Background: an optimization exercise with open tools, aiming at small area and a short achievable clock period. Do not read the settings as production practice.
Function was not checked in any run shown here: the RTL went through the layout flow alone.
Power is estimated from default activity; no workload was simulated.

==> flow/design.v <==
module PE(
    input wire CLK,
    input wire RESET,
    input wire EN,
    input wire SELECTOR,
    input wire W_EN,
    input wire signed [7:0] active_left,
    output reg signed [7:0] active_right,
    input wire signed [15:0] in_sum,
    output reg signed [15:0] out_sum,
    input wire signed [7:0] in_weight_above,
    output wire signed [7:0] out_weight_below
    );
    reg signed [7:0] weight_1;
    reg signed [7:0] weight_2;
    wire en_n = ~EN;
    wire sel_n = ~SELECTOR;
    wire ld1 = EN & W_EN & SELECTOR;
    wire ld2 = EN & W_EN & ~SELECTOR;
    wire ld1_n = ~ld1;
    wire ld2_n = ~ld2;
    wire sel2 = EN & SELECTOR;
    wire sel1 = EN & ~SELECTOR;
    wire [7:0] w_use, ar_d, w1_d, w2_d, wb;
    wire [15:0] s_in_n;
    genvar gi;
    generate for (gi = 0; gi < 8; gi = gi + 1) begin : byte_sel
        pe_ao22 u_wu (.a1(sel2), .a2(weight_2[gi]), .b1(sel1), .b2(weight_1[gi]), .x(w_use[gi]));
        pe_ao22 u_ar (.a1(EN), .a2(active_left[gi]), .b1(en_n), .b2(active_right[gi]), .x(ar_d[gi]));
        pe_ao22 u_w1 (.a1(ld1), .a2(in_weight_above[gi]), .b1(ld1_n), .b2(weight_1[gi]), .x(w1_d[gi]));
        pe_ao22 u_w2 (.a1(ld2), .a2(in_weight_above[gi]), .b1(ld2_n), .b2(weight_2[gi]), .x(w2_d[gi]));
        pe_ao22 u_wb (.a1(SELECTOR), .a2(weight_1[gi]), .b1(sel_n), .b2(weight_2[gi]), .x(wb[gi]));
    end endgenerate
    generate for (gi = 0; gi < 16; gi = gi + 1) begin : sum_sel
        pe_aoi22 u_si (.a1(EN), .a2(in_sum[gi]), .b1(en_n), .b2(out_sum[gi]), .y(s_in_n[gi]));
    end endgenerate
    wire ppn_0_0 = ~(w_use[0] & active_left[0]);
    wire ppn_0_1 = ~(w_use[0] & active_left[1]);
    wire ppn_0_2 = ~(w_use[0] & active_left[2]);
    wire ppn_0_3 = ~(w_use[0] & active_left[3]);
    wire ppn_0_4 = ~(w_use[0] & active_left[4]);
    wire ppn_0_5 = ~(w_use[0] & active_left[5]);
    wire ppn_0_6 = ~(w_use[0] & active_left[6]);
    wire ppn_0_7 = w_use[0] & active_left[7];
    wire ppn_1_0 = ~(w_use[1] & active_left[0]);
    wire ppn_1_1 = ~(w_use[1] & active_left[1]);
    wire ppn_1_2 = ~(w_use[1] & active_left[2]);
    wire ppn_1_3 = ~(w_use[1] & active_left[3]);
    wire ppn_1_4 = ~(w_use[1] & active_left[4]);
    wire ppn_1_5 = ~(w_use[1] & active_left[5]);
    wire ppn_1_6 = ~(w_use[1] & active_left[6]);
    wire ppn_1_7 = w_use[1] & active_left[7];
    wire ppn_2_0 = ~(w_use[2] & active_left[0]);
    wire ppn_2_1 = ~(w_use[2] & active_left[1]);
    wire ppn_2_2 = ~(w_use[2] & active_left[2]);
    wire ppn_2_3 = ~(w_use[2] & active_left[3]);
    wire ppn_2_4 = ~(w_use[2] & active_left[4]);
    wire ppn_2_5 = ~(w_use[2] & active_left[5]);
    wire ppn_2_6 = ~(w_use[2] & active_left[6]);
    wire ppn_2_7 = w_use[2] & active_left[7];
    wire ppn_3_0 = ~(w_use[3] & active_left[0]);
    wire ppn_3_1 = ~(w_use[3] & active_left[1]);
    wire ppn_3_2 = ~(w_use[3] & active_left[2]);
    wire ppn_3_3 = ~(w_use[3] & active_left[3]);
    wire ppn_3_4 = ~(w_use[3] & active_left[4]);
    wire ppn_3_5 = ~(w_use[3] & active_left[5]);
    wire ppn_3_6 = ~(w_use[3] & active_left[6]);
    wire ppn_3_7 = w_use[3] & active_left[7];
    wire ppn_4_0 = ~(w_use[4] & active_left[0]);
    wire ppn_4_1 = ~(w_use[4] & active_left[1]);
    wire ppn_4_2 = ~(w_use[4] & active_left[2]);
    wire ppn_4_3 = ~(w_use[4] & active_left[3]);
    wire ppn_4_4 = ~(w_use[4] & active_left[4]);
    wire ppn_4_5 = ~(w_use[4] & active_left[5]);
    wire ppn_4_6 = ~(w_use[4] & active_left[6]);
    wire ppn_4_7 = w_use[4] & active_left[7];
    wire ppn_5_0 = ~(w_use[5] & active_left[0]);
    wire ppn_5_1 = ~(w_use[5] & active_left[1]);
    wire ppn_5_2 = ~(w_use[5] & active_left[2]);
    wire ppn_5_3 = ~(w_use[5] & active_left[3]);
    wire ppn_5_4 = ~(w_use[5] & active_left[4]);
    wire ppn_5_5 = ~(w_use[5] & active_left[5]);
    wire ppn_5_6 = ~(w_use[5] & active_left[6]);
    wire ppn_5_7 = w_use[5] & active_left[7];
    wire ppn_6_0 = ~(w_use[6] & active_left[0]);
    wire ppn_6_1 = ~(w_use[6] & active_left[1]);
    wire ppn_6_2 = ~(w_use[6] & active_left[2]);
    wire ppn_6_3 = ~(w_use[6] & active_left[3]);
    wire ppn_6_4 = ~(w_use[6] & active_left[4]);
    wire ppn_6_5 = ~(w_use[6] & active_left[5]);
    wire ppn_6_6 = ~(w_use[6] & active_left[6]);
    wire ppn_6_7 = w_use[6] & active_left[7];
    wire ppn_7_0 = w_use[7] & active_left[0];
    wire ppn_7_1 = w_use[7] & active_left[1];
    wire ppn_7_2 = w_use[7] & active_left[2];
    wire ppn_7_3 = w_use[7] & active_left[3];
    wire ppn_7_4 = w_use[7] & active_left[4];
    wire ppn_7_5 = w_use[7] & active_left[5];
    wire ppn_7_6 = w_use[7] & active_left[6];
    wire ppn_7_7 = ~(w_use[7] & active_left[7]);
    wire s1 = ~(s_in_n[5] ^ ppn_0_5);
    wire c2 = s_in_n[5] | ppn_0_5;
    wire s3, c4;
    pe_fa u_s3 (.a(s_in_n[6]), .b(ppn_0_6), .ci(ppn_1_5), .s(s3), .co(c4));
    wire s5 = ~(ppn_2_4 ^ ppn_3_3);
    wire c6 = ppn_2_4 | ppn_3_3;
    wire s7, c8;
    pe_fa u_s7 (.a(s_in_n[7]), .b(ppn_0_7), .ci(ppn_1_6), .s(s7), .co(c8));
    wire s9, c10;
    pe_fa u_s9 (.a(ppn_2_5), .b(ppn_3_4), .ci(ppn_4_3), .s(s9), .co(c10));
    wire s11 = ~(ppn_5_2 ^ ppn_6_1);
    wire c12 = ppn_5_2 | ppn_6_1;
    wire s13, c14;
    pe_ha u_s13 (.a(s_in_n[8]), .b(ppn_1_7), .s(s13), .co(c14));
    wire s15, c16;
    pe_fa u_s15 (.a(ppn_2_6), .b(ppn_3_5), .ci(ppn_4_4), .s(s15), .co(c16));
    wire s17, c18;
    pe_fa u_s17 (.a(ppn_5_3), .b(ppn_6_2), .ci(ppn_7_1), .s(s17), .co(c18));
    wire s19, c20;
    pe_fa u_s19 (.a(s_in_n[9]), .b(ppn_2_7), .ci(ppn_3_6), .s(s19), .co(c20));
    wire s21, c22;
    pe_fa u_s21 (.a(ppn_4_5), .b(ppn_5_4), .ci(ppn_6_3), .s(s21), .co(c22));
    wire s23, c24;
    pe_fa u_s23 (.a(s_in_n[10]), .b(ppn_3_7), .ci(ppn_4_6), .s(s23), .co(c24));
    wire s25 = ~(s_in_n[3] ^ ppn_0_3);
    wire c26 = s_in_n[3] | ppn_0_3;
    wire s27, c28;
    pe_fa u_s27 (.a(s_in_n[4]), .b(ppn_0_4), .ci(ppn_1_3), .s(s27), .co(c28));
    wire s29 = ~(ppn_2_2 ^ ppn_3_1);
    wire c30 = ppn_2_2 | ppn_3_1;
    wire s31, c32;
    pe_fa u_s31 (.a(ppn_1_4), .b(ppn_2_3), .ci(ppn_3_2), .s(s31), .co(c32));
    wire s33, c34;
    pe_fa u_s33 (.a(ppn_4_1), .b(ppn_5_0), .ci(s1), .s(s33), .co(c34));
    wire s35, c36;
    pe_fa u_s35 (.a(ppn_4_2), .b(ppn_5_1), .ci(ppn_6_0), .s(s35), .co(c36));
    wire s37, c38;
    pe_fa u_s37 (.a(c2), .b(s5), .ci(s3), .s(s37), .co(c38));
    wire s39, c40;
    pe_fa u_s39 (.a(ppn_7_0), .b(c6), .ci(s11), .s(s39), .co(c40));
    wire s41, c42;
    pe_fa u_s41 (.a(c4), .b(s7), .ci(s9), .s(s41), .co(c42));
    wire s43, c44;
    pe_fa u_s43 (.a(c12), .b(s13), .ci(c8), .s(s43), .co(c44));
    wire s45, c46;
    pe_fa u_s45 (.a(c10), .b(s15), .ci(s17), .s(s45), .co(c46));
    wire s47, c48;
    pe_fa u_s47 (.a(ppn_7_2), .b(c14), .ci(c16), .s(s47), .co(c48));
    wire s49, c50;
    pe_fa u_s49 (.a(c18), .b(s19), .ci(s21), .s(s49), .co(c50));
    wire s51, c52;
    pe_fa u_s51 (.a(ppn_5_5), .b(ppn_6_4), .ci(ppn_7_3), .s(s51), .co(c52));
    wire s53, c54;
    pe_fa u_s53 (.a(c20), .b(c22), .ci(s23), .s(s53), .co(c54));
    wire s55, c56;
    pe_fa u_s55 (.a(s_in_n[11]), .b(ppn_4_7), .ci(ppn_5_6), .s(s55), .co(c56));
    wire s57, c58;
    pe_fa u_s57 (.a(ppn_6_5), .b(ppn_7_4), .ci(c24), .s(s57), .co(c58));
    wire s59, c60;
    pe_fa u_s59 (.a(s_in_n[12]), .b(ppn_5_7), .ci(ppn_6_6), .s(s59), .co(c60));
    wire s61 = ~(s_in_n[2] ^ ppn_0_2);
    wire c62 = s_in_n[2] | ppn_0_2;
    wire s63, c64;
    pe_fa u_s63 (.a(ppn_1_2), .b(ppn_2_1), .ci(ppn_3_0), .s(s63), .co(c64));
    wire s65, c66;
    pe_fa u_s65 (.a(ppn_4_0), .b(c26), .ci(s29), .s(s65), .co(c66));
    wire s67, c68;
    pe_fa u_s67 (.a(c30), .b(c28), .ci(s31), .s(s67), .co(c68));
    wire s69, c70;
    pe_fa u_s69 (.a(c32), .b(s35), .ci(c34), .s(s69), .co(c70));
    wire s71, c72;
    pe_fa u_s71 (.a(c36), .b(s39), .ci(c38), .s(s71), .co(c72));
    wire s73, c74;
    pe_fa u_s73 (.a(c40), .b(s43), .ci(c42), .s(s73), .co(c74));
    wire s75, c76;
    pe_fa u_s75 (.a(c44), .b(s47), .ci(c46), .s(s75), .co(c76));
    wire s77, c78;
    pe_fa u_s77 (.a(s51), .b(c48), .ci(c50), .s(s77), .co(c78));
    wire s79, c80;
    pe_fa u_s79 (.a(c52), .b(s55), .ci(s57), .s(s79), .co(c80));
    wire s81, c82;
    pe_fa u_s81 (.a(ppn_7_5), .b(c56), .ci(s59), .s(s81), .co(c82));
    wire s83, c84;
    pe_fa u_s83 (.a(s_in_n[13]), .b(ppn_6_7), .ci(ppn_7_6), .s(s83), .co(c84));
    wire s85 = ~(s_in_n[1] ^ ppn_0_1);
    wire c86 = s_in_n[1] | ppn_0_1;
    wire s87, c88;
    pe_fa u_s87 (.a(ppn_1_1), .b(ppn_2_0), .ci(s61), .s(s87), .co(c88));
    wire s89, c90;
    pe_fa u_s89 (.a(c62), .b(s25), .ci(s63), .s(s89), .co(c90));
    wire s91, c92;
    pe_fa u_s91 (.a(c64), .b(s27), .ci(s65), .s(s91), .co(c92));
    wire s93, c94;
    pe_fa u_s93 (.a(c66), .b(s33), .ci(s67), .s(s93), .co(c94));
    wire s95, c96;
    pe_fa u_s95 (.a(c68), .b(s37), .ci(s69), .s(s95), .co(c96));
    wire s97, c98;
    pe_fa u_s97 (.a(c70), .b(s41), .ci(s71), .s(s97), .co(c98));
    wire s99, c100;
    pe_fa u_s99 (.a(s45), .b(c72), .ci(s73), .s(s99), .co(c100));
    wire s101, c102;
    pe_fa u_s101 (.a(s49), .b(c74), .ci(s75), .s(s101), .co(c102));
    wire s103, c104;
    pe_fa u_s103 (.a(s53), .b(c76), .ci(s77), .s(s103), .co(c104));
    wire s105, c106;
    pe_fa u_s105 (.a(c54), .b(c78), .ci(s79), .s(s105), .co(c106));
    wire s107, c108;
    pe_fa u_s107 (.a(c58), .b(s81), .ci(c80), .s(s107), .co(c108));
    wire s109, c110;
    pe_fa u_s109 (.a(c60), .b(s83), .ci(c82), .s(s109), .co(c110));
    wire s111, c112;
    pe_fa u_s111 (.a(s_in_n[14]), .b(ppn_7_7), .ci(c84), .s(s111), .co(c112));
    wire [15:0] xn = {s_in_n[15], s111, s109, c106, c104, c102, c100, c98, c96, c94, c92, c90, c88, c86, ppn_1_0, s_in_n[0]};
    wire [15:0] yn = {c112, c110, c108, s107, s105, s103, s101, s99, s97, s95, s93, s91, s89, s87, s85, ppn_0_0};
    wire [15:0] gg = xn & yn;
    wire [15:0] pq = xn ^ yn;
    wire g0c = xn[0] | yn[0];
    wire G113 = gg[1] | (pq[1] & g0c);
    wire P114 = pq[1] & pq[0];
    wire G115 = gg[3] | (pq[3] & gg[2]);
    wire P116 = pq[3] & pq[2];
    wire G117 = gg[5] | (pq[5] & gg[4]);
    wire P118 = pq[5] & pq[4];
    wire G119 = gg[7] | (pq[7] & gg[6]);
    wire P120 = pq[7] & pq[6];
    wire G121 = gg[9] | (pq[9] & gg[8]);
    wire P122 = pq[9] & pq[8];
    wire G123 = gg[11] | (pq[11] & gg[10]);
    wire P124 = pq[11] & pq[10];
    wire G125 = gg[13] | (pq[13] & gg[12]);
    wire P126 = pq[13] & pq[12];
    wire G127 = gg[15] | (pq[15] & gg[14]);
    wire P128 = pq[15] & pq[14];
    wire G129 = gg[2] | (pq[2] & G113);
    wire P130 = pq[2] & P114;
    wire G131 = G115 | (P116 & G113);
    wire P132 = P116 & P114;
    wire G133 = gg[6] | (pq[6] & G117);
    wire P134 = pq[6] & P118;
    wire G135 = G119 | (P120 & G117);
    wire P136 = P120 & P118;
    wire G137 = gg[10] | (pq[10] & G121);
    wire P138 = pq[10] & P122;
    wire G139 = G123 | (P124 & G121);
    wire P140 = P124 & P122;
    wire G141 = gg[14] | (pq[14] & G125);
    wire P142 = pq[14] & P126;
    wire G143 = G127 | (P128 & G125);
    wire P144 = P128 & P126;
    wire G145 = gg[4] | (pq[4] & G131);
    wire P146 = pq[4] & P132;
    wire G147 = G117 | (P118 & G131);
    wire P148 = P118 & P132;
    wire G149 = G133 | (P134 & G131);
    wire P150 = P134 & P132;
    wire G151 = G135 | (P136 & G131);
    wire P152 = P136 & P132;
    wire G153 = gg[12] | (pq[12] & G139);
    wire P154 = pq[12] & P140;
    wire G155 = G125 | (P126 & G139);
    wire P156 = P126 & P140;
    wire G157 = G141 | (P142 & G139);
    wire P158 = P142 & P140;
    wire G159 = G143 | (P144 & G139);
    wire P160 = P144 & P140;
    wire G161 = gg[8] | (pq[8] & G151);
    wire P162 = pq[8] & P152;
    wire G163 = G121 | (P122 & G151);
    wire P164 = P122 & P152;
    wire G165 = G137 | (P138 & G151);
    wire P166 = P138 & P152;
    wire G167 = G139 | (P140 & G151);
    wire P168 = P140 & P152;
    wire G169 = G153 | (P154 & G151);
    wire P170 = P154 & P152;
    wire G171 = G155 | (P156 & G151);
    wire P172 = P156 & P152;
    wire G173 = G157 | (P158 & G151);
    wire P174 = P158 & P152;
    wire G175 = G159 | (P160 & G151);
    wire P176 = P160 & P152;
    wire [15:0] t;
    assign t[0] = ~pq[0];
    assign t[1] = pq[1] ^ g0c;
    assign t[2] = pq[2] ^ G113;
    assign t[3] = pq[3] ^ G129;
    assign t[4] = pq[4] ^ G131;
    assign t[5] = pq[5] ^ G145;
    assign t[6] = pq[6] ^ G147;
    assign t[7] = pq[7] ^ G149;
    assign t[8] = pq[8] ^ G151;
    assign t[9] = pq[9] ^ G161;
    assign t[10] = pq[10] ^ G163;
    assign t[11] = pq[11] ^ G165;
    assign t[12] = pq[12] ^ G167;
    assign t[13] = pq[13] ^ G169;
    assign t[14] = pq[14] ^ G171;
    assign t[15] = pq[15] ^ G173;
    wire [15:0] sum = ~t ^ 16'h8000;
    always @(negedge RESET or posedge CLK) begin
        if (~RESET) begin
            out_sum <= 0;
            active_right <= 0;
            weight_1 <= 0;
            weight_2 <= 0;
        end else begin
            out_sum <= sum;
            active_right <= ar_d;
            weight_1 <= w1_d;
            weight_2 <= w2_d;
        end
    end
    assign out_weight_below = wb;
endmodule
module pe_fa(input wire a, input wire b, input wire ci, output wire s, output wire co);
    assign {co, s} = a + b + ci;
endmodule
module pe_ha(input wire a, input wire b, output wire s, output wire co);
    assign {co, s} = a + b;
endmodule
module pe_ao22(input wire a1, input wire a2, input wire b1, input wire b2, output wire x);
    assign x = (a1 & a2) | (b1 & b2);
endmodule
module pe_aoi22(input wire a1, input wire a2, input wire b1, input wire b2, output wire y);
    assign y = ~((a1 & a2) | (b1 & b2));
endmodule
==> flow/run.sh <==
#!/bin/bash
# synth_recipe.tcl (not shown) runs the flow's synth.tcl, then flattens the netlist and writes it again
# the make line also repeats each setting of config.mk as NAME=value (left out here)
make -C /OpenROAD-flow-scripts/flow DESIGN_CONFIG=/design/flow/config.mk WORK_HOME=/design/flow/orfs CLKGATE_MAP_FILE= SYNTH_SCRIPT=/design/flow/synth_recipe.tcl finish
==> flow/config.mk <==
export PLATFORM = sky130hd
export DESIGN_NAME = PE
export DESIGN_NICKNAME = PE
export VERILOG_FILES = /design/flow/design.v
export SDC_FILE = /design/flow/constraint.sdc
export NUM_CORES = 4
export LEC_CHECK = 0
export CAP_MARGIN = 20
export CORE_MARGIN = 2
export CORE_UTILIZATION = 40
export GPL_TIMING_DRIVEN = 0
export SETUP_SLACK_MARGIN = 0
export SLEW_MARGIN = 20
export SYNTH_HIERARCHICAL = 1
==> flow/constraint.sdc <==
create_clock -name core_clock -period 5.5 [get_ports {CLK}]
set_input_delay 1.1000 -clock core_clock [delete_from_list [all_inputs] [get_ports {CLK}]]
set_output_delay 1.1000 -clock core_clock [all_outputs]
set_load 0.01 [all_outputs]
==> results of run 1 <==
-- how the worst min path moves through the flow --
stage / cells after the start / from / to
6_report: 1 / active_right[1] / active_right[1]
5_1_grt: 1 / active_right[4] / active_right[4]
4_1_cts: 1 / active_right[3] / active_right[3]
3_5_place_dp: 1 / active_right[4] / active_right[4]
3_3_place_gp: 1 / active_right[1] / active_right[1]
2_1_floorplan: 1 / weight_1[0] / weight_1[0]
-- repair_timing --
action	4_1_cts	5_1_grt
pin swaps	2	5
resized for setup	18	14
setup endpoints to repair	10	4
setup buffers	2	5
gates cloned	1	0
-- synthesized netlist by cell type --
| cell type | n |
|---|---|
| a211oi_2 | 1 |
| or3_2 | 1 |
| o311a_1 | 1 |
| o211a_1 | 1 |
| nand3_1 | 2 |
| ha_1 | 22 |
| o22ai_1 | 1 |
| clkbuf_1 | 1 |
| xor2_1 | 3 |
| and2_1 | 27 |
| a221oi_2 | 1 |
| nand2b_1 | 2 |
| o211ai_2 | 1 |
| a21oi_1 | 8 |
| o21a_1 | 3 |
| a211o_1 | 1 |
| nand3_2 | 1 |
| a22oi_2 | 16 |
| a21o_1 | 1 |
| a311oi_2 | 1 |
| a22o_1 | 40 |
| mux2_2 | 1 |
| fa_1 | 52 |
| dfrtp_1 | 40 |
| nor3_1 | 3 |
| xnor2_1 | 5 |
| or2_2 | 2 |
| nand2_1 | 41 |
| inv_1 | 32 |
| o21ai_0 | 1 |
| and4b_1 | 1 |
| nor2_1 | 6 |
| o21ba_2 | 1 |
| o2111ai_1 | 1 |
-- registers in the layout (all words and copies together) (netlist names) --
register,flops
weight_2,8
out_sum,16
active_right,8
weight_1,8
-- modules after synthesis (local to each module, per instance) --
module    times used  cells inside  flops+latches
pe_aoi22          16             1              0
pe_ha              1             1              0
pe_ao22           40             1              0
pe_fa             48             1              0
PE                 1           216             40
-- cell type report --
class                      instances  share of cell area, %
timing repair buffer              77                   16.3
sequential                        40                   20.6
clock inverter                     3                  0.954
inverter                          32                   2.63
multi-input combinational        248                   55.1
tap                              108                   2.78
buffer                             1                 0.0774
clock buffer                       5                   1.42
timing repair inverter             1                  0.103
-- report_power, final --
part	internal, W	switching, W	total (W)
logic	0.000852	0.000874	0.00173
registers	0.000401	0.0000590	0.000460
clock network	0.000137	0.000131	0.000268
total	0.00139	0.00106	0.00245
-- logic make-up (layout without fill, tap and decap cells) --
family          count (synthesis)  in the layout  share of synthesized area [%]
mux                             1              1                          0.306
flops                          40             40                           27.2
xor+xnor                        8              8                           1.90
simple gates                   86             86                           11.5
compound gates                 79             79                           20.0
buf+inv                        33            119                           3.37
fa+ha+maj                      74             74                           35.8
-- metal layers --
metal	vias to the layer above	global-route usage [%]
li1	1283	-
met1	1437	26.7
met2	62	33.6
met3	12	3.20
met4	0	4.95
met5	-	0
-- through the flow --
stage	hold slack (ns)	power, W
global route	0.531	0.00272
global placement	0.481	0.00207
floorplan	0.487	0.00166
finish	0.507	0.00245
CTS	0.513	0.00241
detailed placement	0.479	0.00210
-- worst reg2reg max path: stages, from the launching register on --
cell and delay (ns):
dfrtp_1 0.43, a22o_4 0.31, and2_1 0.19, fa_1 0.49, fa_1 0.42, fa_1 0.51
fa_1 0.41, ha_1 0.35, and2_1 0.22, a221oi_4 0.32, o21a_1 0.19, nand2_1 0.09
a311oi_2 0.30
==> run summary, run 1 <==
Leak 1.99 nW; Avg Cell Area, Syn 11.5 um^2; peak supply drop 0.422 mV; Max-cap violations 0; Final Skew 0.00759 ns; Vias per Instance 5.43; pre-CTS setup slack -1.55 ns; wire length on met3 332 um; syn nets 432; total track usage 19.8%; cell taking the most area after synthesis fa_1; clk latency of the worst-skew pair 0.31 ns; max incr delay on CP 0.53 ns; HPWL Detailed 6.90 mm; slew margin rel. 60.8%; DR iter-0 viols 62; footprint of the multi-input gates 2670 um^2; DP Cell Count 499; final hold violation count 0; R2R depth 12; CP delay by family, top adder cells; initial antenna violation count 0; CP endpoint out_sum[14]; launching point of the worst reg2reg path weight_2[2]; fmax 0.187 GHz; Ant. Diodes 0; Max Used Layer met4; H-tree Lvls 2; crit path cell chain clkdlybuf4s18_2 > clkinvlp_4 > nor2_4 > buf_4 > a22o_4 > and2_1 > fa_1 > fa_1 > fa_1 > fa_1 > ha_1 > nand3_2 > a211oi_4 > o2111ai_2 > and4b_1 > a311oi_2; most frequent cells in the layout clkdlybuf4s50_1 (65), fa_1 (52), nand2_1 (41); synthesis-to-finish area growth 31.9%; setup ws final 0.140 ns; hold buffer count at cts 0; Placed Instance Area 4540 um^2; cells after synthesis 321; status complete, no violations; PortBufs 68; Yosys warnings 7; root buffer cell clkbuf_8; first-pass GRT wire length 15.2 mm; final net count 517; share of cells above drive strength 1 15.0%; Seq/Total Area, Yosys 27.2%; final setup fails 0; met2 WL 4.60 mm; WP data required 5.71 ns; Final Util 55.1%; commonest non-fill, non-tap cell in the layout clkdlybuf4s50_1; crit path from SELECTOR; Detailed Routing Iterations Pass 1 4; # DRC 0; clk sink count 40; Power per Cell Area 506 nW/um^2; die footprint 9980 um^2; critical path class in -> reg; Syn Std Cell Area 3680 um^2; Seq cells post-synth 40; Worst EP arrival 5.57 ns; core area 8810 um^2; Netlist cell types 34; Non-Filler Instances 515; num rows 34; most frequent CP cell fa_1; via count 2794; Worst Setup Start Kind primary input; WL/cell 17.8 um; Crit. path cell count 16; DRT antenna net count 0; share of the synthesized area in the top cell type 28.3%; crit path capture type flop; io pins 69; Filler Cell Count 795; reg2reg setup slack 1.19 ns; total CTS buffers 5; routability cong. 0.839; vias in the first global route 3062; worst path buffer plus inverter count 3; fin. max-slew vios 0; post-route design area 4850 um^2; Die Width 99.9 um; register area 1000 um^2; crit share post-route 97.5%; largest net degree at the start of global routing 29; final wirelength 9.15 mm; routed length on met1 4.07 mm; post-route minimum period 5.36 ns; FF-to-FF End out_sum[14]; Least-Margin Pin Slew 0.585 ns; CTS Buffer Depth 2; HP Class reg -> reg; critical path's slowest cell fa_1; main area contributors after synthesis fa_1 (28%), dfrtp_1 (27%), a22o_1 (9.5%); Final TNS setup 0 ns; Die Y 99.9 um; CTS tree built; CP max FO 11; Clock transition at path regs 0.09 ns; grt ovf 0; effective utilization at floorplan 41.8%
==> inputs of run 2 (changes only) <==
==> flow/flow/run.sh (new file) <==
#!/bin/bash
# Standard layout, but the port buffers are the smallest buffer cell.
set -euo pipefail
export BUFFER_PORTS_ARGS="-buffer_cell sky130_fd_sc_hd__buf_1"
bash standard.sh finish > flow_standard.log 2>&1
==> flow/standard.sh (new file) <==
#!/bin/bash
# synth_recipe.tcl (not shown) runs the flow's synth.tcl, then flattens the netlist and writes it again
# the make line also repeats each setting of config.mk as NAME=value (left out here)
make -C /OpenROAD-flow-scripts/flow DESIGN_CONFIG=/design/flow/config.mk WORK_HOME=/design/flow/orfs CLKGATE_MAP_FILE= SYNTH_SCRIPT=/design/flow/synth_recipe.tcl "${@:-finish}"
removed: flow/run.sh
==> run 2 against run 1 <==
  * Still clean
  * Die area stayed put
  * First-iteration DRC count is 73% higher
  * Routed wire length is 4.3% lower
  * Largest cell class unchanged
  * Cell area shrank 8.6%
  * Hold slack hardly changed
  * Sequential share of layout area rose by 1.9 points
  * Synthesized area stayed put
==> run summary, run 2 <==
Seq cells post-synth 40 (unchanged); crit path cell chain buf_6 > clkinvlp_4 > nor2_4 > buf_4 > a22o_4 > nand2_1 > fa_1 > fa_1 > fa_1 > fa_1 > ha_1 > and2_1 > a221oi_2 > o21a_1 > nand2_1 > a311oi_2; HP Class reg -> reg; crit path capture type flop; cells after synthesis 321 (unchanged); Final Power 0.00228 W (-7.1%); commonest cells in the netlist fa_1 (52), nand2_1 (41), a22o_1 (40), dfrtp_1 (40), inv_1 (32); via count 2787 (-0.25%); Clock transition at path regs 0.10 ns (about the same); pre-CTS setup slack -1.39 ns (+0.162 ns); WP data required 5.70 ns (about the same); Filler Cell Count 843 (+6.0%); share of the synthesized area in the top cell type 28.3% (unchanged); CTS tree built; die footprint 9980 um^2 (unchanged); routability cong. 0.807 (-3.8%); Worst EP arrival 5.48 ns (-0.09 ns); Ant. Diodes 0 (unchanged); Worst Setup Start Kind primary input; core area 8810 um^2 (unchanged); footprint of the multi-input gates 2640 um^2 (-1.2%); DR iter-0 viols 107 (+73%); final net count 521 (+0.77%); peak supply drop 0.408 mV (-3.4%); largest net degree at the start of global routing 29 (unchanged); final hold violation count 0 (unchanged); Post-synth ARST share 100% (unchanged); Max-cap violations 0 (unchanged); number of enable flip-flop cells after synthesis 0 (unchanged); final wirelength 8.75 mm (-4.3%); Avg Cell Area, Syn 11.5 um^2 (unchanged); crit share post-route 96.0% (-1.4 points); DRT antenna net count 0 (unchanged); initial antenna violation count 0 (unchanged); HPWL Detailed 6.80 mm (-1.4%); max FFs per register 16 (unchanged); root buffer cell clkbuf_8; critical path's slowest cell fa_1; clk sink count 40 (unchanged); effective utilization at floorplan 41.8% (unchanged); Yosys warnings 7 (unchanged); setup ws final 0.219 ns (+0.0794 ns); Detailed Routing Iterations Pass 1 4 (unchanged); io pins 69 (unchanged); Seq/Total Area, Yosys 27.2% (unchanged); total CTS buffers 5 (unchanged); syn nets 432 (unchanged); slew margin rel. 59.3% (-1.5 points); Power per Cell Area 514 nW/um^2 (+1.6%); Final Skew 0.00898 ns (+0.00139 ns); worst path buffer plus inverter count 3 (unchanged); CP delay by family, top adder cells; Syn Std Cell Area 3680 um^2 (unchanged); largest reg by FF count out_sum; Most used DFF post-synth dfrtp_1; H-tree Lvls 2 (unchanged); hold buffer count at cts 0 (unchanged); PortBufs 68 (unchanged); Netlist cell types 34 (unchanged); synthesis-to-finish area growth 20.6%; critical path class in -> reg; clk latency of the worst-skew pair 0.30 ns (about the same); commonest non-fill, non-tap cell in the layout buf_1; status complete, no violations; total track usage 18.9% (-0.86 points); share of cells above drive strength 1 15.6% (+0.58 points); CTS Buffer Depth 2 (unchanged); Die Width 99.9 um (unchanged); register area 1000 um^2 (unchanged); Die Y 99.9 um (unchanged); Leak 1.82 nW (-8.4%); Vias per Instance 5.37 (-1.0%); WL/cell 16.9 um (-5.1%); cell taking the most area after synthesis fa_1; reg2reg setup slack 1.17 ns (-0.02 ns); fin. max-slew vios 0 (unchanged); grt ovf 0 (unchanged); # DRC 0 (unchanged); post-route minimum period 5.28 ns (-0.0794 ns); CP max FO 15 (+4); most frequent cells in the layout buf_1 (65), fa_1 (52), nand2_1 (41); max incr delay on CP 0.53 ns (about the same); vias in the first global route 3022 (-1.3%); top-count cell post-synth fa_1; main area contributors after synthesis fa_1 (28%), dfrtp_1 (27%), a22o_1 (9.5%); first-pass GRT wire length 14.8 mm (-2.7%); num rows 34 (unchanged); Least-Margin Pin Slew 0.607 ns (+0.0226 ns); fmax 0.189 GHz (+1.5%); final setup fails 0 (unchanged); most frequent CP cell fa_1
run 2: repair_timing:
action                                  4_1_cts  5_1_grt
endpoints found under the setup margin       10        5
setup buffers                                 1       10
pin swaps                                     0        2
gates resized for setup                       9       16
gates cloned                                  1        0
run 2: worst reg2reg max path, cell delays in order (launching register included):
cell and delay (ns):
dfrtp_1 0.43, a22o_4 0.30, and2_1 0.16, fa_1 0.40
fa_1 0.46, fa_1 0.53, fa_1 0.43, ha_1 0.33
nand3_2 0.11, a211oi_4 0.32, o2111ai_1 0.24, and4b_1 0.27
a311oi_2 0.26
run 2: per-layer routing:
layer	track usage (%)	vias to the layer above	wire length (um)
met4	3.06	0	38
met3	2.30	2	411
met5	0	-	0
li1	-	1292	-
met1	25.8	1421	3940
met2	33.3	72	4360
run 2: path summary, 6_finish.rpt:
check                                      from  cells after the start         endpoint
worst min-delay path            active_right[0]                      1  active_right[0]
worst min register to register  active_right[0]                      1  active_right[0]
min in group asynchronous                 RESET                      1       out_sum[2]
max in group asynchronous                 RESET                      2      weight_1[5]
worst max-delay path                         EN                     16      out_sum[14]
worst max register to register      weight_2[0]                     12      out_sum[14]
run 2: per-module statistics from Yosys, one instance, submodules excluded:
module / cells / times used / flip-flops and latches / cell area (um^2)
PE: 216 / 1 / 40 / 2160
pe_ha: 1 / 1 / 0 / 12.5
pe_aoi22: 1 / 16 / 0 / 12.5
pe_fa: 1 / 48 / 0 / 20.0
pe_ao22: 1 / 40 / 0 / 8.76
run 2: area by class of cell:
type | count | area share, %
repair inverters | 1 | 0.113
clock buffers | 5 | 1.55
clock inverters | 3 | 1.04
multi-input cells | 248 | 59.5
well taps | 108 | 3.05
inverters | 32 | 2.88
repair buffers | 81 | 9.25
plain buffers | 1 | 0.0846
flip-flops and latches | 40 | 22.6
run 2: logic make-up after synthesis:
kind of cell	count (synthesis)	share of synthesized area (%)
AO/OA/AOI/OAI	79	20.0
XOR/XNOR	8	1.90
adder cells (fa/ha/maj)	74	35.8
buffers and inverters	33	3.37
flip-flops	40	27.2
multiplexers	1	0.306
AND/OR/NAND/NOR	86	11.5
run 2: power breakdown:
part / switching (W) / internal (W)
Combinational: 0.000844 / 0.000719
Sequential: 0.0000581 / 0.000401
Clock: 0.000122 / 0.000137
run 2: stage by stage:
stage                     instance area (um^2)  setup TNS [ns]  hold slack, ns  util (%)  instances
final                                     4440               0           0.507      50.4        519
after global routing                      4440         -0.0134           0.524      50.4        519
after CTS                                 4270               0           0.506      48.5        509
after detailed placement                  4120          -10.81           0.478      46.8        499
after global placement                    4070          -33.30           0.477      46.3        497
after floorplan                           3680               0           0.487         -        321
==> inputs of run 3 (changes only) <==
--- a/flow/config.mk
+++ b/flow/config.mk
@@ -11,3 +11,3 @@
 export GPL_TIMING_DRIVEN = 0
-export SETUP_SLACK_MARGIN = 0
+export SETUP_SLACK_MARGIN = 2.0
 export SLEW_MARGIN = 20
==> run 3 against run 2 <==
  * Sequential share of layout area fell by 2.2 points
  * Routed wire length rose by 14%
  * Critical path type unchanged
  * Synthesized cell count did not move
  * Clock power rose by 4%
  * Register-to-register slack improved by 0.22 ns
  * Utilization rose by 5.6 points
  * Hold slack got worse by 0.0030 ns
  * Still clean
  * Synthesized area did not move
  * Cell count rose by 4.2%
  * Highest routed layer unchanged
  * Global-route usage rose by 2.7 points
  * Power rose by 28%
  * Non-clock buffer count rose by 22
  * Critical endpoint is now out_sum[15]
==> run summary, run 3 <==
crit path from EN; Yosys warnings 7 (unchanged); Final Skew 0.00446 ns (-0.00452 ns); slew margin rel. 59.6% (+0.29 points); Detailed Routing Iterations Pass 1 4 (unchanged); commonest cells in the netlist fa_1 (52), nand2_1 (41), a22o_1 (40), dfrtp_1 (40), inv_1 (32); largest reg by FF count out_sum; num rows 34 (unchanged); Netlist cell types 34 (unchanged); Avg Cell Area, Syn 11.5 um^2 (unchanged); # DRC 0 (unchanged); DRT antenna net count 0 (unchanged); CTS Buffer Depth 2 (unchanged); main area contributors after synthesis fa_1 (28%), dfrtp_1 (27%), a22o_1 (9.5%); final setup fails 0 (unchanged); HP Class reg -> reg; commonest non-fill, non-tap cell in the layout buf_1; switching share of power 42.6% (-2.2 points); cells after synthesis 321 (unchanged); max incr delay on CP 0.52 ns (about the same); PortBufs 68 (unchanged); Most used DFF post-synth dfrtp_1; Seq cells post-synth 40 (unchanged); fmax 0.203 GHz (+7.4%); CTS tree built; total CTS buffers 5 (unchanged); WL/cell 18.4 um (+9.4%); crit path cell chain buf_16 > clkinvlp_4 > buf_6 > nor2_4 > buf_6 > a22o_4 > and2_4 > fa_1 > fa_2 > fa_1 > fa_1 > ha_4 > and2_4 > a221oi_4 > buf_4 > o211a_1 > a21oi_2 > xnor2_1; post-route design area 4930 um^2 (+11%); final hold violation count 0 (unchanged); switching pwr 0.00125 W (+22%); vias in the first global route 3252 (+7.6%); Least-Margin Pin Slew 0.606 ns (-0.00104 ns); status complete, no violations; WP data required 5.70 ns (about the same); first-pass GRT wire length 16.6 mm (+12%); number of enable flip-flop cells after synthesis 0 (unchanged); critical path class in -> reg; share of cells above drive strength 1 29.6% (+14 points); syn nets 432 (unchanged); hold path startpoint active_right[1]; clock power share 9.2% (-2.1 points); fin. max-slew vios 0 (unchanged); via count 2956 (+6.1%); Worst EP arrival 5.11 ns (-0.37 ns); core area 8810 um^2 (unchanged); final wirelength 9.98 mm (+14%); clk sink count 40 (unchanged); Die Width 99.9 um (unchanged); effective utilization at floorplan 41.8% (unchanged); top-count cell post-synth fa_1; CP max FO 8 (-7); synthesis-to-finish area growth 33.9%; die footprint 9980 um^2 (unchanged); max FFs per register 16 (unchanged); Ant. Diodes 0 (unchanged); post-route minimum period 4.92 ns (-0.365 ns); Comb pwr share 75.1% (+6.6 points); Placed Instance Area 4300 um^2 (+4.3%); Power Internal 0.00168 W (+34%); Post-synth ARST share 100% (unchanged); crit path capture type flop; HPWL Detailed 6.95 mm (+2.2%); routability cong. 0.796 (-1.3%); grt ovf 0 (unchanged); io pins 69 (unchanged); worst path buffer plus inverter count 5 (+2); Vias per Instance 5.46 (+1.8%); CP delay by family, top adder cells; critical path's slowest cell fa_1; most frequent cells in the layout buf_1 (65), dfrtp_1 (40), fa_1 (38); Clock transition at path regs 0.10 ns (about the same); Max-cap violations 0 (unchanged); H-tree Lvls 2 (unchanged); DR iter-0 viols 93 (-13%); Worst Setup Start Kind primary input; share of the synthesized area in the top cell type 28.3% (unchanged); Seq/Total Area, Yosys 27.2% (unchanged); total track usage 21.6% (+2.7 points); initial antenna violation count 0 (unchanged); largest net degree at the start of global routing 32 (+10%); most frequent CP cell fa_1; Die Y 99.9 um (unchanged); launching point of the worst reg2reg path weight_2[7]; peak supply drop 0.519 mV (+27%); hold buffer count at cts 0 (unchanged); Syn Std Cell Area 3680 um^2 (unchanged); cell taking the most area after synthesis fa_1; final net count 543 (+4.2%); root buffer cell clkbuf_8; unrepaired setup endpoints after global routing yes; sequential power share 15.7% (-4.4 points); Power per Cell Area 595 nW/um^2 (+16%); crit share post-route 89.4% (-6.6 points); clk latency of the worst-skew pair 0.31 ns (about the same); Final Power 0.00293 W (+28%); Leak 1.99 nW (+9.2%)
==> run 3: cell counts after synthesis <==
Identical to the previous run, type by type.
==> run 3: final timing paths <==
check / slack, ns / cells past startpoint / end
hold / removal: 0.50 / 1 / active_right[1]
setup / recovery: 0.58 / 18 / out_sum[15]
min in group asynchronous: 0.66 / 1 / out_sum[4]
hold reg to reg: 0.50 / 1 / active_right[1]
setup reg to reg: 1.39 / 13 / out_sum[15]
max in group asynchronous: 4.39 / 2 / weight_1[7]
==> run 3: power groups by stage <==
stage / registers [W] / clock network (W) / logic (W)
6_report: 0.000460 / 0.000269 / 0.00220
5_1_grt: 0.000472 / 0.000288 / 0.00244
4_1_cts: 0.000460 / 0.000276 / 0.00219
3_5_place_dp: 0.000465 / 0 / 0.00184
3_3_place_gp: 0.000463 / 0 / 0.00183
2_1_floorplan: 0.000490 / 0 / 0.00144
==> run 3: worst reg2reg max path: stages (launching register included) <==
cell      delay [ns]
dfrtp_1         0.42
a22o_4          0.31
and2_4          0.15
fa_1            0.50
fa_2            0.38
fa_1            0.52
fa_1            0.46
ha_4            0.28
and2_4          0.17
a221oi_4        0.30
buf_4           0.17
o211a_1         0.16
a21oi_2         0.06
xnor2_1         0.12
==> run 3: kinds of logic (layout without fill, tap and decap cells) <==
kind of cell / count (synthesis) / count (layout) / synth area share, %
DFF: 40 / 40 / 27.2
AOI/OAI and AO/OA: 79 / 79 / 20.0
buffers and inverters: 33 / 145 / 3.37
muxes: 1 / 1 / 0.306
adders and majority gates: 74 / 74 / 35.8
xor gates and xnor gates: 8 / 8 / 1.90
and+or+nand+nor: 86 / 86 / 11.5
==> run 3: layout make-up <==
cell class,count,area (um^2)
Fill cell,767,3880
Multi-Input combinational cell,248,2900
Sequential cell,40,1000
Timing Repair Buffer,103,638
Tap cell,108,135
Inverter,32,128
Clock buffer,5,68.8
Clock inverter,3,46.3
Timing Repair inverter,1,7.51
Buffer,1,3.75
==> run 3: timing repair <==
action                     in CTS  in global routing
cloned                          2                  0
buffers inserted               30                  3
setup endpoints to repair      16                 13
pin swaps                      50                  6
resized for setup              41                  8
==> run 3: Yosys stat by module, one instance, submodules excluded <==
module / area, um^2 / cells inside / times used / flops+latches
PE: 2160 / 216 / 1 / 40
pe_aoi22: 12.5 / 1 / 16 / 0
pe_fa: 20.0 / 1 / 48 / 0
pe_ao22: 8.76 / 1 / 40 / 0
pe_ha: 12.5 / 1 / 1 / 0
==> run 3: stage by stage <==
step	hold slack (ns)	TNS (ns)	setup WS [ns]	util (%)	std cells
floorplan	0.487	0	0.227	-	321
CTS	0.508	0	0.564	55.3	538
global route	0.525	0	0.405	55.9	541
detailed placement	0.481	-12.60	-1.54	48.9	498
global placement	0.478	-28.79	-2.74	48.6	497
finish	0.504	0	0.584	55.9	541
==> run 3: per-layer routing <==
metal  wire (um)  vias up  global-route usage (%)
met5           0        -                       0
met2        4950       93                    36.5
met1        4270     1504                    28.6
li1            -     1344                       -
met3         541       15                    3.90
met4         218        0                    6.53
==> inputs of run 4 (changes only) <==
--- a/flow/config.mk
+++ b/flow/config.mk
@@ -11,3 +11,3 @@
 export GPL_TIMING_DRIVEN = 0
-export SETUP_SLACK_MARGIN = 2.0
+export SETUP_SLACK_MARGIN = 1.0
 export SLEW_MARGIN = 20
==> run 4 against run 3 <==
  * Still clean on timing, DRC and antenna
  * Non-clock buffer count shrank 2
  * Global-route usage down 1.2 points
  * Sequential power about the same
  * Highest routed layer unchanged
==> run summary, run 4 <==
Power per Cell Area 621 nW/um^2 (+4.5%); Final Util 55.4% (-0.51 points); hold path startpoint active_right[2]; register area 1000 um^2 (unchanged); setup ws final 0.498 ns (-0.0862 ns); cell taking the most area after synthesis fa_1; die footprint 9980 um^2 (unchanged); crit path from EN; most frequent cells in the layout buf_1 (65), fa_1 (44), dfrtp_1 (40); max FFs per register 16 (unchanged); HPWL Detailed 6.86 mm (-1.3%); Yosys warnings 7 (unchanged); Least-Margin Pin Slew 0.602 ns (-0.00413 ns); Most used DFF post-synth dfrtp_1; Worst EP arrival 5.21 ns (+0.10 ns); Post-synth ARST share 100% (unchanged); Vias per Instance 5.39 (-1.4%); largest reg by FF count out_sum; DR iter-0 viols 97 (+4.3%); hold buffer count at cts 0 (unchanged); io pins 69 (unchanged); share of the synthesized area in the top cell type 28.3% (unchanged); Final Skew 0.00371 ns (-0.000753 ns); via count 2903 (-1.8%); total track usage 20.5% (-1.2 points); fin. max-slew vios 0 (unchanged); Leak 1.99 nW (+0.24%); footprint of the multi-input gates 2870 um^2 (-1.1%); fmax 0.200 GHz (-1.7%); Final TNS setup 0 ns (unchanged); Detailed Routing Iterations Pass 1 4 (unchanged); WHS 0.497 ns (-0.00639 ns); Netlist cell types 34 (unchanged); WP data required 5.70 ns (about the same); commonest cells in the netlist fa_1 (52), nand2_1 (41), a22o_1 (40), dfrtp_1 (40), inv_1 (32); post-route minimum period 5.00 ns (+0.0862 ns); routability cong. 0.807 (+1.4%); pre-CTS setup slack -1.41 ns (+0.131 ns); Die Width 99.9 um (unchanged); clk sink count 40 (unchanged); Worst Setup Start Kind primary input; Seq cells post-synth 40 (unchanged); slew margin rel. 59.6% (about the same); Max-cap violations 0 (unchanged); main area contributors after synthesis fa_1 (28%), dfrtp_1 (27%), a22o_1 (9.5%); cells after synthesis 321 (unchanged); largest net degree at the start of global routing 32 (unchanged); CTS tree built; Final Power 0.00303 W (+3.5%); syn nets 432 (unchanged); CTS Buffer Depth 2 (unchanged); Syn Std Cell Area 3680 um^2 (unchanged); DRT antenna net count 0 (unchanged); crit share post-route 90.9% (+1.6 points); top-count cell post-synth fa_1; num rows 34 (unchanged); synthesis-to-finish area growth 32.6%; grt ovf 0 (unchanged); Die Y 99.9 um (unchanged); final hold violation count 0 (unchanged); Seq/Total Area, Yosys 27.2% (unchanged); final net count 541 (-0.37%); Clock transition at path regs 0.08 ns (-0.02 ns); Ant. Diodes 0 (unchanged); H-tree Lvls 2 (unchanged); # DRC 0 (unchanged); number of enable flip-flop cells after synthesis 0 (unchanged); status complete, no violations; launching point of the worst reg2reg path weight_2[0]; PortBufs 68 (unchanged); total CTS buffers 5 (unchanged); CP max FO 5 (-3); Filler Cell Count 792 (+3.3%); crit path capture type flop; core area 8810 um^2 (unchanged); final setup fails 0 (unchanged); critical path class in -> reg; peak supply drop 0.414 mV (-20%); clk latency of the worst-skew pair 0.29 ns (-0.02 ns); Avg Cell Area, Syn 11.5 um^2 (unchanged); effective utilization at floorplan 41.8% (unchanged); root buffer cell clkbuf_8; final wirelength 9.53 mm (-4.6%); initial antenna violation count 0 (unchanged); vias in the first global route 3094 (-4.9%); first-pass GRT wire length 15.8 mm (-5.3%); unrepaired setup endpoints after global routing yes; share of cells above drive strength 1 26.2% (-3.3 points); HP Class reg -> reg; WL/cell 17.7 um (-4.2%); commonest non-fill, non-tap cell in the layout buf_1
## run 4: changes by cell type in the layout (fill, tap and decap cells not counted), moves of 2 or more
cell and change:
ha_1 +2, a21oi_1 +2, ha_4 -2, fa_1 +6
fa_2 -6, nand2_1 +2, clkinvlp_4 -2, a21oi_2 -3
buf_6 -4
## run 4: logic make-up (layout without fill, tap and decap cells)
family | Yosys count | count (layout) | synth area share (%)
muxes | 1 | 1 | 0.306
xor gates and xnor gates | 8 | 8 | 1.90
and+or+nand+nor | 86 | 86 | 11.5
AOI/OAI and AO/OA | 79 | 79 | 20.0
DFF | 40 | 40 | 27.2
adders and majority gates | 74 | 74 | 35.8
buffers and inverters | 33 | 143 | 3.37
## run 4: area by class of cell
type	count	area share (%)
Timing Repair Buffer	101	12.7
Tap cell	108	2.77
Multi-Input combinational cell	248	58.7
Timing Repair inverter	1	0.103
Clock inverter	2	0.795
Buffer	1	0.0769
Sequential cell	40	20.5
Clock buffer	6	1.69
Inverter	32	2.61
## run 4: what timing repair did
item / in CTS / in global routing
gates cloned: 2 / 0
resized for setup: 29 / 8
setup buffers: 22 / 9
pin swaps: 37 / 25
endpoints found under the setup margin: 14 / 10
## run 4: metrics by stage
| stage | std cells | instance area [um^2] |
|---|---|---|
| after floorplan | 321 | 3870 |
| after global placement | 497 | 4260 |
| after detailed placement | 498 | 4280 |
| after CTS | 530 | 4770 |
| after global routing | 539 | 4880 |
| final | 539 | 4880 |
## run 4: per-layer routing
metal  share of wire, %  global-route usage (%)
met1                 43                    28.2
met2                 51                    34.5
met3                3.9                    3.06
met4                1.2                    4.85
met5                  0                       0
## run 4: power breakdown
group,leakage [nW],internal [W],switching [W]
logic,1.45,0.00122,0.00109
registers,0.485,0.000401,0.0000586
clock network,0.0614,0.000149,0.000111
total,1.99,0.00177,0.00126
## run 4: path summary, 6_finish.rpt
| path | endpoint | slack (ns) | cells past startpoint |
|---|---|---|---|
| setup / recovery | out_sum[14] | 0.50 | 18 |
| hold / removal | active_right[2] | 0.50 | 1 |
| setup reg to reg | out_sum[14] | 1.35 | 12 |
| hold reg to reg | active_right[2] | 0.50 | 1 |
| max in group asynchronous | weight_1[5] | 4.37 | 2 |
| min in group asynchronous | out_sum[4] | 0.67 | 1 |
## run 4: worst max-delay path, stage by stage
cell and delay (ns):
buf_16 0.11, clkinvlp_4 0.06, buf_6 0.11, nor2_4 0.05, buf_12 0.12, buf_12 0.11, a22o_4 0.27, and2_4 0.16
fa_1 0.46, fa_2 0.35, fa_1 0.46, fa_1 0.58, ha_4 0.23, and2_4 0.17, a221oi_4 0.33, o21a_1 0.19
nand2_2 0.08, a311oi_2 0.24
## run 4: per-module statistics from Yosys (local to each module, per instance)
module | flops+latches | cells | cell area (um^2) | times used
PE | 40 | 216 | 2160 | 1
pe_ao22 | 0 | 1 | 8.76 | 40
pe_aoi22 | 0 | 1 | 12.5 | 16
pe_fa | 0 | 1 | 20.0 | 48
pe_ha | 0 | 1 | 12.5 | 1
==> inputs of run 5 (changes only) <==
--- a/flow/design.v
+++ b/flow/design.v
@@ -34,3 +34,3 @@
     generate for (gi = 0; gi < 16; gi = gi + 1) begin : sum_sel
-        pe_aoi22 u_si (.a1(EN), .a2(in_sum[gi]), .b1(en_n), .b2(out_sum[gi]), .y(s_in_n[gi]));
+        pe_mux2i u_si (.s(EN), .a1(in_sum[gi]), .a0(out_sum[gi]), .y(s_in_n[gi]));
     end endgenerate
@@ -100,8 +100,10 @@
     wire ppn_7_7 = ~(w_use[7] & active_left[7]);
-    wire s1 = ~(s_in_n[5] ^ ppn_0_5);
-    wire c2 = s_in_n[5] | ppn_0_5;
+    wire s1, c2;
+    pe_xnor2 u_s1 (.a(s_in_n[5]), .b(ppn_0_5), .y(s1));
+    pe_or2 u_c2 (.a(s_in_n[5]), .b(ppn_0_5), .y(c2));
     wire s3, c4;
     pe_fa u_s3 (.a(s_in_n[6]), .b(ppn_0_6), .ci(ppn_1_5), .s(s3), .co(c4));
-    wire s5 = ~(ppn_2_4 ^ ppn_3_3);
-    wire c6 = ppn_2_4 | ppn_3_3;
+    wire s5, c6;
+    pe_xnor2 u_s5 (.a(ppn_2_4), .b(ppn_3_3), .y(s5));
+    pe_or2 u_c6 (.a(ppn_2_4), .b(ppn_3_3), .y(c6));
     wire s7, c8;
@@ -110,4 +112,5 @@
     pe_fa u_s9 (.a(ppn_2_5), .b(ppn_3_4), .ci(ppn_4_3), .s(s9), .co(c10));
-    wire s11 = ~(ppn_5_2 ^ ppn_6_1);
-    wire c12 = ppn_5_2 | ppn_6_1;
+    wire s11, c12;
+    pe_xnor2 u_s11 (.a(ppn_5_2), .b(ppn_6_1), .y(s11));
+    pe_or2 u_c12 (.a(ppn_5_2), .b(ppn_6_1), .y(c12));
     wire s13, c14;
@@ -124,8 +127,10 @@
     pe_fa u_s23 (.a(s_in_n[10]), .b(ppn_3_7), .ci(ppn_4_6), .s(s23), .co(c24));
-    wire s25 = ~(s_in_n[3] ^ ppn_0_3);
-    wire c26 = s_in_n[3] | ppn_0_3;
+    wire s25, c26;
+    pe_xnor2 u_s25 (.a(s_in_n[3]), .b(ppn_0_3), .y(s25));
+    pe_or2 u_c26 (.a(s_in_n[3]), .b(ppn_0_3), .y(c26));
     wire s27, c28;
     pe_fa u_s27 (.a(s_in_n[4]), .b(ppn_0_4), .ci(ppn_1_3), .s(s27), .co(c28));
-    wire s29 = ~(ppn_2_2 ^ ppn_3_1);
-    wire c30 = ppn_2_2 | ppn_3_1;
+    wire s29, c30;
+    pe_xnor2 u_s29 (.a(ppn_2_2), .b(ppn_3_1), .y(s29));
+    pe_or2 u_c30 (.a(ppn_2_2), .b(ppn_3_1), .y(c30));
     wire s31, c32;
@@ -160,4 +165,5 @@
     pe_fa u_s59 (.a(s_in_n[12]), .b(ppn_5_7), .ci(ppn_6_6), .s(s59), .co(c60));
-    wire s61 = ~(s_in_n[2] ^ ppn_0_2);
-    wire c62 = s_in_n[2] | ppn_0_2;
+    wire s61, c62;
+    pe_xnor2 u_s61 (.a(s_in_n[2]), .b(ppn_0_2), .y(s61));
+    pe_or2 u_c62 (.a(s_in_n[2]), .b(ppn_0_2), .y(c62));
     wire s63, c64;
@@ -184,4 +190,5 @@
     pe_fa u_s83 (.a(s_in_n[13]), .b(ppn_6_7), .ci(ppn_7_6), .s(s83), .co(c84));
-    wire s85 = ~(s_in_n[1] ^ ppn_0_1);
-    wire c86 = s_in_n[1] | ppn_0_1;
+    wire s85, c86;
+    pe_xnor2 u_s85 (.a(s_in_n[1]), .b(ppn_0_1), .y(s85));
+    pe_or2 u_c86 (.a(s_in_n[1]), .b(ppn_0_1), .y(c86));
     wire s87, c88;
@@ -214,87 +221,76 @@
     wire [15:0] yn = {c112, c110, c108, s107, s105, s103, s101, s99, s97, s95, s93, s91, s89, s87, s85, ppn_0_0};
-    wire [15:0] gg = xn & yn;
-    wire [15:0] pq = xn ^ yn;
-    wire g0c = xn[0] | yn[0];
-    wire G113 = gg[1] | (pq[1] & g0c);
-    wire P114 = pq[1] & pq[0];
-    wire G115 = gg[3] | (pq[3] & gg[2]);
-    wire P116 = pq[3] & pq[2];
-    wire G117 = gg[5] | (pq[5] & gg[4]);
-    wire P118 = pq[5] & pq[4];
-    wire G119 = gg[7] | (pq[7] & gg[6]);
-    wire P120 = pq[7] & pq[6];
-    wire G121 = gg[9] | (pq[9] & gg[8]);
-    wire P122 = pq[9] & pq[8];
-    wire G123 = gg[11] | (pq[11] & gg[10]);
-    wire P124 = pq[11] & pq[10];
-    wire G125 = gg[13] | (pq[13] & gg[12]);
-    wire P126 = pq[13] & pq[12];
-    wire G127 = gg[15] | (pq[15] & gg[14]);
-    wire P128 = pq[15] & pq[14];
-    wire G129 = gg[2] | (pq[2] & G113);
-    wire P130 = pq[2] & P114;
-    wire G131 = G115 | (P116 & G113);
-    wire P132 = P116 & P114;
-    wire G133 = gg[6] | (pq[6] & G117);
-    wire P134 = pq[6] & P118;
-    wire G135 = G119 | (P120 & G117);
-    wire P136 = P120 & P118;
-    wire G137 = gg[10] | (pq[10] & G121);
-    wire P138 = pq[10] & P122;
-    wire G139 = G123 | (P124 & G121);
-    wire P140 = P124 & P122;
-    wire G141 = gg[14] | (pq[14] & G125);
-    wire P142 = pq[14] & P126;
-    wire G143 = G127 | (P128 & G125);
-    wire P144 = P128 & P126;
-    wire G145 = gg[4] | (pq[4] & G131);
-    wire P146 = pq[4] & P132;
-    wire G147 = G117 | (P118 & G131);
-    wire P148 = P118 & P132;
-    wire G149 = G133 | (P134 & G131);
-    wire P150 = P134 & P132;
-    wire G151 = G135 | (P136 & G131);
-    wire P152 = P136 & P132;
-    wire G153 = gg[12] | (pq[12] & G139);
-    wire P154 = pq[12] & P140;
-    wire G155 = G125 | (P126 & G139);
-    wire P156 = P126 & P140;
-    wire G157 = G141 | (P142 & G139);
-    wire P158 = P142 & P140;
-    wire G159 = G143 | (P144 & G139);
-    wire P160 = P144 & P140;
-    wire G161 = gg[8] | (pq[8] & G151);
-    wire P162 = pq[8] & P152;
-    wire G163 = G121 | (P122 & G151);
-    wire P164 = P122 & P152;
-    wire G165 = G137 | (P138 & G151);
-    wire P166 = P138 & P152;
-    wire G167 = G139 | (P140 & G151);
-    wire P168 = P140 & P152;
-    wire G169 = G153 | (P154 & G151);
-    wire P170 = P154 & P152;
-    wire G171 = G155 | (P156 & G151);
-    wire P172 = P156 & P152;
-    wire G173 = G157 | (P158 & G151);
-    wire P174 = P158 & P152;
-    wire G175 = G159 | (P160 & G151);
-    wire P176 = P160 & P152;
-    wire [15:0] t;
-    assign t[0] = ~pq[0];
-    assign t[1] = pq[1] ^ g0c;
-    assign t[2] = pq[2] ^ G113;
-    assign t[3] = pq[3] ^ G129;
-    assign t[4] = pq[4] ^ G131;
-    assign t[5] = pq[5] ^ G145;
-    assign t[6] = pq[6] ^ G147;
-    assign t[7] = pq[7] ^ G149;
-    assign t[8] = pq[8] ^ G151;
-    assign t[9] = pq[9] ^ G161;
-    assign t[10] = pq[10] ^ G163;
-    assign t[11] = pq[11] ^ G165;
-    assign t[12] = pq[12] ^ G167;
-    assign t[13] = pq[13] ^ G169;
-    assign t[14] = pq[14] ^ G171;
-    assign t[15] = pq[15] ^ G173;
-    wire [15:0] sum = ~t ^ 16'h8000;
+    wire [15:0] sum;
+    wire t113, rc114;
+    pe_xnor2 u_t113 (.a(xn[0]), .b(yn[0]), .y(t113));
+    pe_or2 u_rc114 (.a(xn[0]), .b(yn[0]), .y(rc114));
+    assign sum[0] = ~t113;
+    wire t115, rc116;
+    pe_fa u_t115 (.a(xn[1]), .b(yn[1]), .ci(rc114), .s(t115), .co(rc116));
+    assign sum[1] = ~t115;
+    wire t117, rc118;
+    pe_fa u_t117 (.a(xn[2]), .b(yn[2]), .ci(rc116), .s(t117), .co(rc118));
+    assign sum[2] = ~t117;
+    wire t119, rc120;
+    pe_fa u_t119 (.a(xn[3]), .b(yn[3]), .ci(rc118), .s(t119), .co(rc120));
+    assign sum[3] = ~t119;
+    wire t121, rc122;
+    pe_fa u_t121 (.a(xn[4]), .b(yn[4]), .ci(rc120), .s(t121), .co(rc122));
+    assign sum[4] = ~t121;
+    wire t123, rc124;
+    pe_fa u_t123 (.a(xn[5]), .b(yn[5]), .ci(rc122), .s(t123), .co(rc124));
+    assign sum[5] = ~t123;
+    wire g6, p6;
+    pe_ha u_pg6 (.a(xn[6]), .b(yn[6]), .s(p6), .co(g6));
+    wire g7, p7;
+    pe_ha u_pg7 (.a(xn[7]), .b(yn[7]), .s(p7), .co(g7));
+    wire g8, p8;
+    pe_ha u_pg8 (.a(xn[8]), .b(yn[8]), .s(p8), .co(g8));
+    wire g9, p9;
+    pe_ha u_pg9 (.a(xn[9]), .b(yn[9]), .s(p9), .co(g9));
+    wire g10, p10;
+    pe_ha u_pg10 (.a(xn[10]), .b(yn[10]), .s(p10), .co(g10));
+    wire g11, p11;
+    pe_ha u_pg11 (.a(xn[11]), .b(yn[11]), .s(p11), .co(g11));
+    wire g12, p12;
+    pe_ha u_pg12 (.a(xn[12]), .b(yn[12]), .s(p12), .co(g12));
+    wire g13, p13;
+    pe_ha u_pg13 (.a(xn[13]), .b(yn[13]), .s(p13), .co(g13));
+    wire g14, p14;
+    pe_ha u_pg14 (.a(xn[14]), .b(yn[14]), .s(p14), .co(g14));
+    wire g15, p15;
+    pe_ha u_pg15 (.a(xn[15]), .b(yn[15]), .s(p15), .co(g15));
+    wire G125 = g6 | (p6 & rc124);
+    wire G126 = g8 | (p8 & g7);
+    wire P127 = p8 & p7;
+    wire G128 = g10 | (p10 & g9);
+    wire P129 = p10 & p9;
+    wire G130 = g12 | (p12 & g11);
+    wire P131 = p12 & p11;
+    wire G132 = g14 | (p14 & g13);
+    wire P133 = p14 & p13;
+    wire G134 = g7 | (p7 & G125);
+    wire G135 = G126 | (P127 & G125);
+    wire G136 = g11 | (p11 & G128);
+    wire P137 = p11 & P129;
+    wire G138 = G130 | (P131 & G128);
+    wire P139 = P131 & P129;
+    wire G140 = g15 | (p15 & G132);
+    wire P141 = p15 & P133;
+    wire G142 = g9 | (p9 & G135);
+    wire G143 = G128 | (P129 & G135);
+    wire G144 = G136 | (P137 & G135);
+    wire G145 = G138 | (P139 & G135);
+    wire G146 = g13 | (p13 & G145);
+    wire G147 = G132 | (P133 & G145);
+    wire G148 = G140 | (P141 & G145);
+    pe_xnor2 u_sum6 (.a(p6), .b(rc124), .y(sum[6]));
+    pe_xnor2 u_sum7 (.a(p7), .b(G125), .y(sum[7]));
+    pe_xnor2 u_sum8 (.a(p8), .b(G134), .y(sum[8]));
+    pe_xnor2 u_sum9 (.a(p9), .b(G135), .y(sum[9]));
+    pe_xnor2 u_sum10 (.a(p10), .b(G142), .y(sum[10]));
+    pe_xnor2 u_sum11 (.a(p11), .b(G143), .y(sum[11]));
+    pe_xnor2 u_sum12 (.a(p12), .b(G144), .y(sum[12]));
+    pe_xnor2 u_sum13 (.a(p13), .b(G145), .y(sum[13]));
+    pe_xnor2 u_sum14 (.a(p14), .b(G146), .y(sum[14]));
+    pe_xor2 u_sum15 (.a(p15), .b(G147), .y(sum[15]));
     always @(negedge RESET or posedge CLK) begin
@@ -323,4 +319,13 @@
 endmodule
-module pe_aoi22(input wire a1, input wire a2, input wire b1, input wire b2, output wire y);
-    assign y = ~((a1 & a2) | (b1 & b2));
+module pe_mux2i(input wire s, input wire a1, input wire a0, output wire y);
+    assign y = ~(s ? a1 : a0);
+endmodule
+module pe_xnor2(input wire a, input wire b, output wire y);
+    assign y = ~(a ^ b);
+endmodule
+module pe_xor2(input wire a, input wire b, output wire y);
+    assign y = a ^ b;
+endmodule
+module pe_or2(input wire a, input wire b, output wire y);
+    assign y = a | b;
 endmodule
--- a/flow/config.mk
+++ b/flow/config.mk
@@ -11,3 +11,3 @@
 export GPL_TIMING_DRIVEN = 0
-export SETUP_SLACK_MARGIN = 1.0
+export SETUP_SLACK_MARGIN = 0
 export SLEW_MARGIN = 20
==> run 5 against run 4 <==
  * Global-route usage shrank 1.5 points
  * Critical path depth fell by 2
  * Routed wire length shrank 18%
  * Clock power hardly changed
  * First-iteration DRC count decreased by 9.3%
  * Fmax shrank 5.8%
  * Worst setup slack worse by 0.31 ns
  * Synthesized cell count decreased by 7.5%
  * Combinational power is 35% lower
  * Critical path type unchanged
  * Largest power group unchanged
==> run summary, run 5 <==
status complete, no violations; Die Y 96.6 um (-3.3%); commonest non-fill, non-tap cell in the layout buf_1; Vias per Instance 5.25 (-2.5%); post-route design area 4080 um^2 (-16%); HPWL Detailed 6.07 mm (-11%); fin. max-slew vios 0 (unchanged); clk sink count 40 (unchanged); top-count cell post-synth fa_1; HP Class reg -> reg; Final Skew 0.00359 ns (-0.000123 ns); post-synthesis simple-gate area fraction 11.8% (+0.33 points); CP max FO 11 (+6); Final TNS setup 0 ns (unchanged); hold buffer count at cts 0 (unchanged); largest net degree at the start of global routing 31 (-3.1%); # DRC 0 (unchanged); final net count 481 (-11%); Placed Instance Area 3870 um^2 (-9.7%); final setup fails 0 (unchanged); Most used DFF post-synth dfrtp_1; number of enable flip-flop cells after synthesis 0 (unchanged); num rows 33 (-2.9%); critical path's slowest cell fa_1; final hold violation count 0 (unchanged); Seq/Total Area, Yosys 29.2% (+2.0 points); most frequent cells in the layout buf_1 (65), fa_1 (53), nand2_1 (52); initial antenna violation count 0 (unchanged); main area contributors after synthesis fa_1 (31%), dfrtp_1 (29%), a22o_1 (10%); WL/cell 16.0 um (-9.3%); Leak 1.61 nW (-19%); crit path cell chain clkbuf_4 > clkinvlp_4 > nor2_4 > buf_4 > a22o_2 > nand2_1 > fa_1 > fa_1 > fa_1 > fa_1 > ha_1 > a21o_1 > a221oi_2 > o21ai_2 > a21o_1 > xnor2_1; Worst EP arrival 5.54 ns (+0.33 ns); total CTS buffers 5 (unchanged); core area 8260 um^2 (-6.2%); Synth Area in Compound Gates 12.8% (-7.2 points); Least-Margin Pin Slew 0.420 ns (-0.182 ns); syn nets 398 (-7.9%); root buffer cell clkbuf_8; synthesis-to-finish area growth 18.9%; Yosys warnings 7 (unchanged); DR iter-0 viols 88 (-9.3%); H-tree Lvls 2 (unchanged); largest reg by FF count out_sum; first-pass GRT wire length 13.2 mm (-16%); io pins 69 (unchanged); WP data required 5.73 ns (+0.03 ns); final wirelength 7.79 mm (-18%); crit path capture type flop
## run 5: cell types whose count changed in the layout (fill, tap and decap cells not counted), sizes merged, moves of 4 or more
cell    before  now
a21oi        8    4
a22oi       16    0
and2        27   15
buf        100   75
clkbuf       7   12
ha          22   11
inv         30   11
mux2i        0   16
nand2       41   52
or2          2    8
xnor2        5   17
## run 5: per-module statistics from Yosys (local to each module, per instance), a selection
module,copies in the design,cell area [um^2],flip-flops and latches
pe_ha,11,12.5,0
pe_xor2,1,8.76,0
pe_ao22,40,8.76,0
pe_or2,8,6.26,0
pe_fa,53,20.0,0
pe_xnor2,17,8.76,0
pe_mux2i,16,10.0,0
## run 5: stage by stage
| step | hold slack, ns | worst slack [ns] | std cells | total power (W) | util (%) |
|---|---|---|---|---|---|
| finish | 0.508 | 0.190 | 486 | 0.00222 | 49.4 |
| global route | 0.521 | -0.00902 | 486 | 0.00247 | 49.4 |
| CTS | 0.511 | 0.0355 | 482 | 0.00226 | 48.6 |
| detailed placement | 0.483 | -0.695 | 472 | 0.00197 | 46.8 |
| global placement | 0.481 | -2.03 | 470 | 0.00195 | 46.2 |
| floorplan | 0.487 | 0.432 | 297 | 0.00166 | - |
## run 5: layout make-up
class / instances / area, um^2
Buffer: 6 / 22.5
Clock buffer: 5 / 68.8
Clock inverter: 3 / 46.3
Fill cell: 797 / 4180
Inverter: 12 / 52.6
Multi-Input combinational cell: 239 / 2400
Sequential cell: 40 / 1000
Tap cell: 105 / 131
Timing Repair Buffer: 76 / 354
## run 5: power by group
group	internal, W	switching (W)
combinational	0.000718	0.000787
sequential	0.000408	0.0000477
clock	0.000137	0.000124
## run 5: cells by family (layout without fill, tap and decap cells)
logic type	Yosys count	after routing
AND/OR/NAND/NOR	89	89
adder cells (fa/ha/maj)	64	64
XOR/XNOR	18	18
flip-flops	40	40
multiplexers	16	16
AO/OA/AOI/OAI	52	52
buffers and inverters	18	102
## run 5: final timing paths
path	from	to	slack, ns	cells after the start
max in group asynchronous	RESET	weight_2[5]	4.38	2
min in group asynchronous	RESET	out_sum[4]	0.67	1
worst min-delay path	active_right[5]	active_right[5]	0.51	1
worst max register to register	weight_2[2]	out_sum[14]	1.33	12
worst min register to register	active_right[5]	active_right[5]	0.51	1
worst max-delay path	EN	out_sum[14]	0.19	16
## run 5: critical path, delay by kind of cell
kind                     cells  cell delay [ns]
AND/OR/NAND/NOR              2             0.38
adder cells (fa/ha/maj)      5             2.21
AO/OA/AOI/OAI                5             1.05
buffers and inverters        3             0.63
XOR/XNOR                     1             0.17
## run 5: what timing repair did
item,4_1_cts,5_1_grt
endpoints found under the hold margin,0,0
endpoints found under the setup margin,8,7
gates resized for setup,6,11
setup buffers,2,4
pin swaps,0,1
## run 5: per-layer routing
metal / global-route usage (%) / share of wire [%] / up-vias
li1: - / - / 1183
met1: 24.7 / 44 / 1290
met2: 32.8 / 50 / 71
met3: 3.03 / 4.5 / 8
met4: 5.40 / 1.4 / 0
met5: 0 / 0 / -

Re-timed with assumed drivers on the ports (clkbuf_16 on the clock, buf_2 on other inputs), run 5 has 0.196 ns of setup slack against 0.190 ns with ideal ports, and -0.139 ns once port delays also move by the mid clock arrival of 0.335 ns.
